From an optimization exercise on the open Yosys and OpenROAD flow, aimed at small area and a short achievable clock period; shortcuts taken in it are not production practice.
The RTL was checked by simulation tests, not by an equivalence proof against the original design.
Power and IR drop assume default switching activity.

==> flow/design.v (excerpt) <==
module CannyEdge(dAddrRegRow, dAddrRegCol, bWE, bCE, InData, OutData,
	OPMode, bOPEnable, dReadReg, dWriteReg, clk, rst_b);
clock: 10.0 ns
lec_check: 0
cap_margin: 20
core_margin: 2
core_utilization: 55
cts_buf_list: sky130_fd_sc_hd__clkbuf_8
cts_cluster_diameter: 80
cts_cluster_size: 16
place_density: 0.7
slew_margin: 20
standard.sh (not shown) runs the stock make flow with config.mk's settings and CLKGATE_MAP_FILE= SYNTH_SCRIPT=/design/flow/synth_recipe.tcl, a recipe that flattens the netlist after the stock synthesis.
==> flow/flow/run.sh <==
#!/bin/bash
# Standard layout with two changes:
#  - after the standard synthesis, flow/polarity.py removes inverters between
#    full adders (a full adder is self-dual, so an adder can be implemented in
#    its inverted form); registers and all other cells are untouched;
#  - timing repair aims at a setup slack margin of MARGIN ns, and the port
#    buffers are plain buffers instead of the delay cell buffer_ports picks.
set -euo pipefail
MARGIN=6.5
R=orfs/results/sky130hd/CannyEdge/base
bash standard.sh synth > log_synth.txt 2>&1
cp $R/1_2_yosys.v $R/1_2_yosys_std.v
python3 flow/polarity.py $R/1_2_yosys_std.v $R/1_2_yosys.v > log_polarity.txt 2>&1
rm -f $R/1_synth.odb $R/1_synth.sdc
bash standard.sh SETUP_SLACK_MARGIN=$MARGIN "BUFFER_PORTS_ARGS=-buffer_cell sky130_fd_sc_hd__buf_2" finish > log_finish.txt 2>&1
Other scripts of this flow, unchanged in this note and not shown: flow/flow/polarity.py
Next try:
--- a/flow/flow/run.sh
+++ b/flow/flow/run.sh
@@ -9 +9 @@
-MARGIN=6.5
+MARGIN=6.8
ABC_AREA = 1   (was unset)
Effect: The new run finished with timing, DRC and antenna clean; combinational power grows by about 5%; via count rises by 24%; wire length goes up by 15%; final cell count rises by 31%; worst hold slack got worse by 0.074 ns; register-to-register slack stays flat; die area went up by 1.4%; cell area rises by 12%; global-route usage rose by 3.4 points.
Next try:
--- a/flow/flow/run.sh
+++ b/flow/flow/run.sh
@@ -9 +9 @@
-MARGIN=6.8
+MARGIN=6.5
ABC_AREA = unset   (was 1)
CTS_CLUSTER_DIAMETER = 70   (was 80)
CTS_CLUSTER_SIZE = 14   (was 16)
After rerunning: Sequential share of layout area came out higher by 3.4 points; sequential power stays flat; die area fell by about 1.4%; sequential cell count stays the same; count of clock-buffer cells in the layout rises by 5; clock power rises by about 4%; synthesized cell count falls by about 24%; setup slack loses 0.055 ns; power came out higher by 1.0%.
Next try:
--- a/flow/flow/run.sh
+++ b/flow/flow/run.sh
@@ -9 +9 @@
-MARGIN=6.5
+MARGIN=6.35
What happened: The changed run ran to the end with no violations; final area decreases by 1.9%; utilization decreases by 1.2 points; clock power decreases by about 1%; area after synthesis is unchanged; cell count decreases by 0.80%; first-iteration DRC count decreases by 5.5%; power decreases by 0.52%; count of clock-buffer cells in the layout stays the same; global-route usage increases by 0.66 points; fmax decreases by 3.6%; worst setup slack got worse by 0.13 ns.

CannyEdge again, from the RTL that the note above started with.
clock: 10.0 ns
lec_check: 0
cap_margin: 20
core_margin: 2
core_utilization: 70
cts_buf_list: sky130_fd_sc_hd__clkbuf_8
cts_cluster_diameter: 60
cts_cluster_size: 12
place_density: 0.8
slew_margin: 20
==> flow/flow/run.sh <==
#!/bin/bash
# Standard layout with two changes:
#  - after the standard synthesis, flow/polarity.py removes inverters between
#    full adders (a full adder is self-dual, so an adder can be implemented in
#    its inverted form); registers and all other cells are untouched;
#  - timing repair aims at a setup slack margin of MARGIN ns, and the port
#    buffers are plain buffers instead of the delay cell buffer_ports picks.
set -euo pipefail
MARGIN=6.5
R=orfs/results/sky130hd/CannyEdge/base
bash standard.sh synth > log_synth.txt 2>&1
cp $R/1_2_yosys.v $R/1_2_yosys_std.v
python3 flow/polarity.py $R/1_2_yosys_std.v $R/1_2_yosys.v > log_polarity.txt 2>&1
rm -f $R/1_synth.odb $R/1_synth.sdc
bash standard.sh SETUP_SLACK_MARGIN=$MARGIN "BUFFER_PORTS_ARGS=-buffer_cell sky130_fd_sc_hd__buf_2" finish > log_finish.txt 2>&1
Other scripts of this flow, unchanged in this note and not shown: flow/flow/polarity.py
The baseline produced a clean layout.
Rerun with:
Settings changed: CORE_UTILIZATION 70 to 50, CTS_CLUSTER_DIAMETER 60 to 80, CTS_CLUSTER_SIZE 12 to 16, PLACE_DENSITY 0.8 to 0.65.
=> Count of clock-buffer cells in the layout went down by 8. Hold slack loses 9.3 ps. Setup slack gains 60 ps.

what the ideal ports hide:
In the flow no input, the clock included, has a driving cell. The finished layouts below were timed again as built, in two steps.
Step 1, drivers: a clkbuf_16 drives clk and a buf_2 each remaining input, both assumed.
Step 2 adds t to the input delays and takes it off the output delays; t is the mean of the earliest and latest rising clock arrival at the registers after step 1. Input paths then give back, and output paths get back, about the clock's delay inside the block.
Slacks: no drivers / after step 1 / after step 2; pairs: no drivers / after step 1.
run | shift t [ns] | setup WS [ns] | worst setup path after step 2
the first run of note 1 | 0.695 | 6.549 / 6.553 / 5.888 | input to register
the second run of note 1 | 0.710 | 6.551 / 6.551 / 6.114 | input to register
the third run of note 1 | 0.650 | 6.496 / 6.496 / 5.911 | input to register
the fourth run of note 1 | 0.659 | 6.365 / 6.403 / 5.744 | input to register
the first run of note 2 | 0.655 | 6.473 / 6.477 / 5.837 | input to register
the second run of note 2 | 0.694 | 6.533 / 6.533 / 5.877 | input to register
After both steps setup and hold are still met in every run listed. The setup slack of the first run of note 1, which loses most, moves by +0.004 ns with the drivers and by -0.661 ns with both steps.
